Context: an optimization exercise on an open-source flow, tuned for a short achievable clock period and few clock cycles. The choices shown serve that exercise and are no tape-out recipe.
In this exercise RTL edits were held to simulation tests only and were not proved equivalent to the original.
Power and IR drop assume default switching activity.

--- flow/config.mk ---
export PLATFORM = sky130hd
export DESIGN_NAME = FemtoRV32
export DESIGN_NICKNAME = FemtoRV32
export VERILOG_FILES = /design/flow/design.v
export SDC_FILE = /design/flow/constraint.sdc
export NUM_CORES = 4
export LEC_CHECK = 0
export CAP_MARGIN = 20
export CORE_MARGIN = 2
export CORE_UTILIZATION = 40
export SLEW_MARGIN = 20
--- flow/constraint.sdc ---
create_clock -name core_clock -period 12.0 [get_ports {clk}]
set_input_delay 2.4000 -clock core_clock [delete_from_list [all_inputs] [get_ports {clk}]]
set_output_delay 2.4000 -clock core_clock [all_outputs]
set_load 0.01 [all_outputs]
--- flow/design.v ---
module FemtoRV32(
   input         clk,
   input         reset,
   output reg [31:0] mem_addr,
   output [31:0] mem_wdata,
   output [3:0]  mem_wmask,
   input  [31:0] mem_rdata,
   output        mem_rstrb,
   input         mem_rbusy,
   input         mem_wbusy
);
   parameter RESET_ADDR = 32'h00000000;
   parameter ADDR_WIDTH = 24;
   reg s_fetch, s_wait, s_ex, s_ldw, s_ww;
   reg [31:0] cycles;
   wire [31:0] d = mem_rdata;
   wire d_isLoad   = (d[6:2] == 5'b00000);
   wire d_isALUimm = (d[6:2] == 5'b00100);
   wire d_isAUIPC  = (d[6:2] == 5'b00101);
   wire d_isStore  = (d[6:2] == 5'b01000);
   wire d_isALUreg = (d[6:2] == 5'b01100);
   wire d_isLUI    = (d[6:2] == 5'b01101);
   wire d_isBranch = (d[6:2] == 5'b11000);
   wire d_isJALR   = (d[6:2] == 5'b11001);
   wire d_isJAL    = (d[6:2] == 5'b11011);
   wire d_isSYSTEM = (d[6:2] == 5'b11100);
   wire [31:0] d_Iimm = {{21{d[31]}}, d[30:20]};
   wire [31:0] d_Simm = {{21{d[31]}}, d[30:25], d[11:7]};
   wire [31:0] d_Bimm = {{20{d[31]}}, d[7], d[30:25], d[11:8], 1'b0};
   wire [31:0] d_Jimm = {{12{d[31]}}, d[19:12], d[20], d[30:21], 1'b0};
   wire [31:0] d_Uimm = {d[31:12], 12'b0};
   reg [31:0] registerFile [1:31];
   wire [4:0] d_rs1 = d[19:15];
   wire [4:0] d_rs2 = d[24:20];
   wire [31:0] rf1 = (d_rs1 == 5'd0) ? 32'b0 : registerFile[d_rs1];
   wire [31:0] rf2 = (d_rs2 == 5'd0) ? 32'b0 : registerFile[d_rs2];
   reg [ADDR_WIDTH-1:0] PC;      
   reg [ADDR_WIDTH-1:0] PCp4;    
   reg [ADDR_WIDTH-1:0] tgt;     
   reg [31:0] rs1, rs2;
   reg [31:0] imm;               
   reg [31:0] uimm;
   reg [4:0]  rd;
   reg [2:0]  f3;
   reg        f7b;               
   reg        isLoad, isStore, isALUreg, isALUimm, isBranch, isJAL, isJALR;
   reg        isLUI, isAUIPC, isSYSTEM;
   reg        wrRd;              
   always @(posedge clk) begin
      if (s_wait) begin
         rs1      <= rf1;
         rs2      <= rf2;
         imm      <= (~d[6] & d[5]) ? d_Simm : d_Iimm;
         uimm     <= d_Uimm;
         rd       <= d[11:7];
         f3       <= d[14:12];
         f7b      <= d[30];
         isLoad   <= d_isLoad;
         isStore  <= d_isStore;
         isALUreg <= d_isALUreg;
         isALUimm <= d_isALUimm;
         isBranch <= d_isBranch;
         isJAL    <= d_isJAL;
         isJALR   <= d_isJALR;
         isLUI    <= d_isLUI;
         isAUIPC  <= d_isAUIPC;
         isSYSTEM <= d_isSYSTEM;
         wrRd     <= (d[11:7] != 5'd0) & ~(d_isBranch | d_isStore | d_isLoad);
         tgt      <= PC + (d[3] ? d_Jimm[ADDR_WIDTH-1:0] :
                           d[4] ? d_Uimm[ADDR_WIDTH-1:0] :
                                  d_Bimm[ADDR_WIDTH-1:0]);
         PCp4     <= PC + 4;
      end
   end
   wire isALU = isALUreg | isALUimm;
   wire [31:0] aluIn2 = isALUreg ? rs2 : imm;
   wire [ADDR_WIDTH-1:0] addrSum = rs1[ADDR_WIDTH-1:0] + imm[ADDR_WIDTH-1:0];
   wire [32:0] cmpMinus = {1'b0, rs1} - {1'b0, rs2};
   wire bEQ  = (rs1 == rs2);
   wire bLTU = cmpMinus[32];
   wire bLT  = (rs1[31] ^ rs2[31]) ? rs1[31] : bLTU;
   reg  predicate;
   always @(*) begin
      case (f3)
         3'd0: predicate = bEQ;
         3'd1: predicate = ~bEQ;
         3'd4: predicate = bLT;
         3'd5: predicate = ~bLT;
         3'd6: predicate = bLTU;
         3'd7: predicate = ~bLTU;
         default: predicate = 1'b0;
      endcase
   end
   wire take = isJAL | (isBranch & predicate);
   wire [32:0] aluMinus = {1'b0, rs1} - {1'b0, aluIn2};
   wire aluLTU = aluMinus[32];
   wire aluLT  = (rs1[31] ^ aluIn2[31]) ? rs1[31] : aluLTU;
   wire [31:0] aluAddSub = (isALUreg & f7b) ? aluMinus[31:0] : (rs1 + aluIn2);
   wire [4:0]  shamt = aluIn2[4:0];
   wire [31:0] shl = rs1 << shamt;
   wire [63:0] shr64 = {{32{f7b & rs1[31]}}, rs1} >> shamt;
   wire [31:0] shr = shr64[31:0];
   reg [31:0] aluOut;
   always @(*) begin
      case (f3)
         3'd0: aluOut = aluAddSub;
         3'd1: aluOut = shl;
         3'd2: aluOut = {31'b0, aluLT};
         3'd3: aluOut = {31'b0, aluLTU};
         3'd4: aluOut = rs1 ^ aluIn2;
         3'd5: aluOut = shr;
         3'd6: aluOut = rs1 | aluIn2;
         default: aluOut = rs1 & aluIn2;
      endcase
   end
   wire [31:0] exData =
      (isALU    ? aluOut : 32'b0) |
      (isLUI    ? uimm : 32'b0) |
      (isAUIPC  ? {8'b0, tgt} : 32'b0) |
      ((isJAL | isJALR) ? {8'b0, PCp4} : 32'b0) |
      (isSYSTEM ? cycles : 32'b0);
   wire [ADDR_WIDTH-1:0] nextPC = isJALR ? {addrSum[ADDR_WIDTH-1:1], 1'b0} :
                                  take   ? tgt : PCp4;
   reg [1:0] ldA;
   always @(posedge clk) if (s_ex) ldA <= addrSum[1:0];
   wire [15:0] ldHalf = ldA[1] ? mem_rdata[31:16] : mem_rdata[15:0];
   wire [7:0]  ldByte = ldA[0] ? ldHalf[15:8] : ldHalf[7:0];
   wire ldSign = ~f3[2] & (f3[0] ? ldHalf[15] : ldByte[7]);
   wire [31:0] ldData = (f3[1:0] == 2'b00) ? {{24{ldSign}}, ldByte} :
                        (f3[1:0] == 2'b01) ? {{16{ldSign}}, ldHalf} :
                        mem_rdata;
   wire        rfWe   = (s_ex & wrRd) | (s_ldw & (rd != 5'd0));
   wire [31:0] rfData = s_ldw ? ldData : exData;
   integer k;
   always @(posedge clk) begin
      for (k = 1; k < 32; k = k + 1)
         if (rfWe && rd == k) registerFile[k] <= rfData;
   end
   wire ldst = isLoad | isStore;
   always @(*) begin
      if (s_ex)
         mem_addr = {8'b0, ldst ? addrSum : nextPC};
      else
         mem_addr = {8'b0, PC};
   end
   assign mem_rstrb = s_fetch | (s_ex & ~isStore);
   wire [3:0] stMask = (f3[1:0] == 2'b00) ? (4'b0001 << addrSum[1:0]) :
                       (f3[1:0] == 2'b01) ? (addrSum[1] ? 4'b1100 : 4'b0011) :
                                            4'b1111;
   assign mem_wmask = {4{s_ex & isStore}} & stMask;
   assign mem_wdata = (f3[1:0] == 2'b00) ? {4{rs2[7:0]}} :
                      (f3[1:0] == 2'b01) ? {2{rs2[15:0]}} : rs2;
   always @(posedge clk) begin
      if (!reset) begin
         s_fetch <= 1'b1;
         s_wait  <= 1'b0;
         s_ex    <= 1'b0;
         s_ldw   <= 1'b0;
         s_ww    <= 1'b0;
         PC      <= RESET_ADDR[ADDR_WIDTH-1:0];
         cycles  <= 0;
      end else begin
         cycles <= cycles + 1;
         if (s_fetch) begin
            s_fetch <= 1'b0;
            s_wait  <= 1'b1;
         end
         if (s_wait & ~mem_rbusy) begin
            s_wait <= 1'b0;
            s_ex   <= 1'b1;
         end
         if (s_ex) begin
            s_ex <= 1'b0;
            if (isLoad) begin
               s_ldw <= 1'b1;
               PC <= PCp4;
            end else if (isStore) begin
               s_fetch <= ~mem_wbusy;
               s_ww    <= mem_wbusy;
               PC <= PCp4;
            end else begin
               s_wait <= 1'b1;
               PC <= nextPC;
            end
         end
         if (s_ldw & ~mem_rbusy) begin
            s_ldw   <= 1'b0;
            s_fetch <= 1'b1;
         end
         if (s_ww & ~mem_wbusy) begin
            s_ww    <= 1'b0;
            s_fetch <= 1'b1;
         end
      end
   end
endmodule
--- flow/run.sh ---
#!/bin/bash
# synth_recipe.tcl (not shown) runs the flow's synth.tcl, then flattens the netlist and writes it again
# the make line also repeats each setting of config.mk as NAME=value (left out here)
make -C /OpenROAD-flow-scripts/flow DESIGN_CONFIG=/design/flow/config.mk WORK_HOME=/design/flow/orfs CLKGATE_MAP_FILE= SYNTH_SCRIPT=/design/flow/synth_recipe.tcl finish
==> summary.txt <==
Final layout
  – Layout Cells excl Fill: 7666
  – Nets: 5712
  – Multi-input gate area: 0.0268 mm²
  – Synth-to-layout area growth: 14.0%
  – Sequential standard cell area: 0.0356 mm²
  – Fillcell total: 14200
  – Share of cells above drive strength 1: 11.3%
  – Final Core Density: around 46%
  – Fin area: 0.0725 mm²

Critical path
  – Critical Path RT: 9600 ps
  – CP Launch Type: flip-flop
  – Critical Path Source: rs1[21]$_SDFFCE_PN0P_
  – Worst Path Arrival: 5680 ps
  – CP Capture Type: output port
  – Worst r2r src: isALUreg$_DFFE_PP_
  – CP max FO: 17
  – Crit Path Category: reg2out

Floorplan
  – Die width: 403 µm
  – Die extent in y: 403 µm
  – Initial core utilization: 40.2%
  – Core area: 0.158 mm²
  – I/O pin count: between 100 and 150
  – Std cell rows: 146
  – Die area: 0.162 mm²

STA
  – Final hold violation count: 0
  – Final setup vio count: 0
  – Setup tns final: 0 ps
  – Fin crit period: about 8000 ps
  – Unrepaired setup endpoints after global routing: no
  – Layout Skew: 49.8 ps
  – Post-route setup slack: 3920 ps
  – Slew Viols, Final: 0
  – Worst hold margin: 433 ps
  – Max_slew headroom: 14.8%
  – Pin slew with the least headroom to its limit: 1280 ps
  – F_max: ~120 MHz
  – Final Cycle Share: 67.3%

Clock network
  – Clock sinks: 1207
  – Hold-fix buffers, CTS: 0
  – CTS tree: yes
  – Buffer count from post-CTS setup fixing: 0
  – Post-cts gate resize count: 0
  – Root Buffer: clkbuf_16
  – Worst-skew pair later-pin latency: 820 ps
  – CTS Buf Count: 132
  – CTS Buffer Depth: 3
  – Clock transition at path regs: 60 ps
  – H-tree depth: 4

Placement
  – # port buffers: 96
  – Placed wire-length estimate: 193 mm
  – Post-place setup slack: 4770 ps
  – Placer Congestion: 1.03
  – Post-DP Area: 0.0681 mm²
  – DP Cell Count: 7420

Detailed routing
  – Routed Antenna Nets: 0
  – Initial DRC count: about 14000
  – First-pass DRT Iterations: 13
  – Drt total wl: approximately 320 mm
  – Wire per inst: 42.1 µm
  – Vias per inst: 7.56
  – Drt drc: 0
  – Vias: 58000

Outcome
  – Status: timing/DRC/antenna clean

GRT
  – Antenna violations before repair: 15
  – Vias in the first global route: 53300
  – First-pass GRT wire length: around 430 mm
  – GRT Residual Overflow: 0
  – GRT Util Overall: 38.4%
  – Pin count of the biggest net entering global routing: 72

Yosys
  – Number of synthesis warnings: 34
  – Syn Area/Cell: 11.7 µm²
  – Main synth FF type: edfxtp_1
  – Gate Count Post-Synth: 5435
  – Number of flops mapped to enable cells by yosys: 1146
  – Synthesis-stage register bit count: around 1200
  – Sequential share of the synthesized area: 56.0%
  – Synthesized area: roughly 0.064 mm²
  – Asr flop ratio synth: 0%
  – Number of library cell types mapped by synthesis: 97

Flow run
  – Max-capacitance violation count: 0

Pwr
  – Peak supply drop: between 0.0001 and 0.00015 V
  – Pwr Total: 10.8 mW
  – Leakage power: about 24 nW
  – Pwr/cell area: 150 mW/mm²

Hold path
  – Hold_sp: PC[0]$_SDFFE_PN0P_
  – Hold Crit Class: reg2reg
final timing paths:
kind / end / slack, ps / depth (start not counted)
worst min-delay path: PCp4[0]$_DFFE_PP_ / 430 / 0
worst min register to register: PCp4[0]$_DFFE_PP_ / 430 / 0
worst max-delay path: mem_addr[9] / 3920 / 11
worst max register to register: registerFile[30][11]$_DFFE_PP_ / 5660 / 15
cells in the final DEF, fill, tap and decap left out, types with 23 or more instances in the layout:
master,netlist,final
a22oi_1,343,343
edfxtp_1,1146,1146
a211oi_1,33,32
a21o_1,50,50
clkdlybuf4s50_1,0,94
nand2b_1,23,23
clkbuf_1,312,25
inv_1,157,157
nand3_1,145,145
buf_4,20,203
mux2i_1,129,126
dfxtp_1,61,59
nor2_1,343,247
nor2b_1,28,27
ha_1,188,188
o211ai_1,50,50
nand4_1,144,144
mux4_2,29,29
a222oi_1,76,76
clkinv_1,4,25
xor2_1,46,46
a221oi_1,290,287
a21oi_1,413,412
o21ai_0,197,195
xnor2_1,70,70
clkbuf_16,0,133
nor2_4,0,91
a22o_1,271,271
nand2_1,310,310
or3_1,27,27
nor3_1,124,116
and3_1,23,23
layout make-up:
type	instances	area share, %
Clock buffer	161	4.78
Sequential cell	1207	49.2
Clock inverter	70	1.17
Timing Repair Buffer	304	3.50
Multi-Input combinational cell	3675	36.9
Tap cell	2072	3.58
Antenna cell	13	0.0449
Inverter	164	0.856
synth_stat cells (all sizes together) (23+ instances only):
master  number  share of area, %
a22o       271               3.7
mux4        34               1.2
a211oi      36              0.45
dfxtp       61               1.9
xnor2       70              0.96
nor3       124              0.98
clkbuf     312               1.8
edfxtp    1146                54
nand2      311               1.8
o211ai      51              0.61
nand2b      23              0.23
a31oi       33              0.32
and3        23              0.23
buf         84              0.74
nor2       344               2.0
a22oi      343               4.0
a21o        50              0.59
nand4      144               1.4
o21ai      206               1.6
or3         27              0.27
a21oi      415               3.3
a221oi     292               4.0
mux2i      132               2.1
xor2        46              0.63
a222oi      76               1.2
nand3      145               1.1
ha         188               3.7
inv        160              0.95
nor2b       29              0.30
state kept, by name (all words and copies together) (netlist names), 2 cells and up:
register	count
cycles	32
imm	12
rs1	32
f3	2
ldA	2
tgt	23
registerFile	992
PCp4	24
rs2	32
uimm	11
PC	24
rd	5
kinds of logic after synthesis:
logic type | after synthesis | synth area share [%]
AOI/OAI and AO/OA | 1934 | 22.1
and+or+nand+nor | 1253 | 9.42
DFF | 1207 | 56.0
buffers and inverters | 560 | 3.56
adders and majority gates | 192 | 3.83
muxes | 172 | 3.46
xor gates and xnor gates | 116 | 1.60
other | 1 | 0.00590
critical path, stage by stage (launching register included):
cell             delay [ps]
edfxtp_1                580
ha_1                    390
a21o_1                  160
a21o_1                  170
a221o_1                 310
a211oi_1                730
o22ai_2                 330
xnor2_1                 220
a21oi_2                 790
o21ai_0                 310
o32a_1                  390
clkdlybuf4s50_1         480
routing by layer:
metal	part of all wire [%]	wire length, µm	GRT usage, %	vias to the layer above
li1	-	-	-	22000
met1	34	108000	46.8	27900
met2	41	131000	54.9	6300
met3	16	52900	15.7	1746
met4	9.3	30000	27.4	22
met5	0.065	211	0.387	-
power breakdown:
| part | internal, mW | total (mW) | leakage (nW) | switching [mW] |
|---|---|---|---|---|
| combinational | 0.534 | 1.83 | 11.4 | 1.29 |
| clock | 2.29 | 4.13 | 2.07 | 1.84 |
| sequential | 4.79 | 4.89 | 10.8 | 0.0933 |
Testbench counts, summed over its fixed seeds: cycles 78,580.

## static timing again, ports no longer ideal
Ports are ideal in the flow. The routed layout listed here was re-timed in OpenROAD.
Step 1 (the two cells are an assumption about what drives the block):
set clk [get_ports {clk}]
set_driving_cell -lib_cell sky130_fd_sc_hd__clkbuf_16 $clk
set_driving_cell -lib_cell sky130_fd_sc_hd__buf_2 [delete_from_list [all_inputs] $clk]
Step 2, shift: input delay + t, output delay - t, t = (earliest + latest rising clock arrival at the registers) / 2. This alone moves slack from input paths to output paths.
a / b / c = ideal ports / drivers / drivers and shift; a / b = the first two.
t (ns): 0.871
slack for setup (ns): 3.924 / 3.843 / 4.714
pins driven straight from the clock port: 1
After both steps setup and hold are still met in this run. The setup slack of this run moves by -0.081 ns with the drivers and by +0.790 ns with both steps.
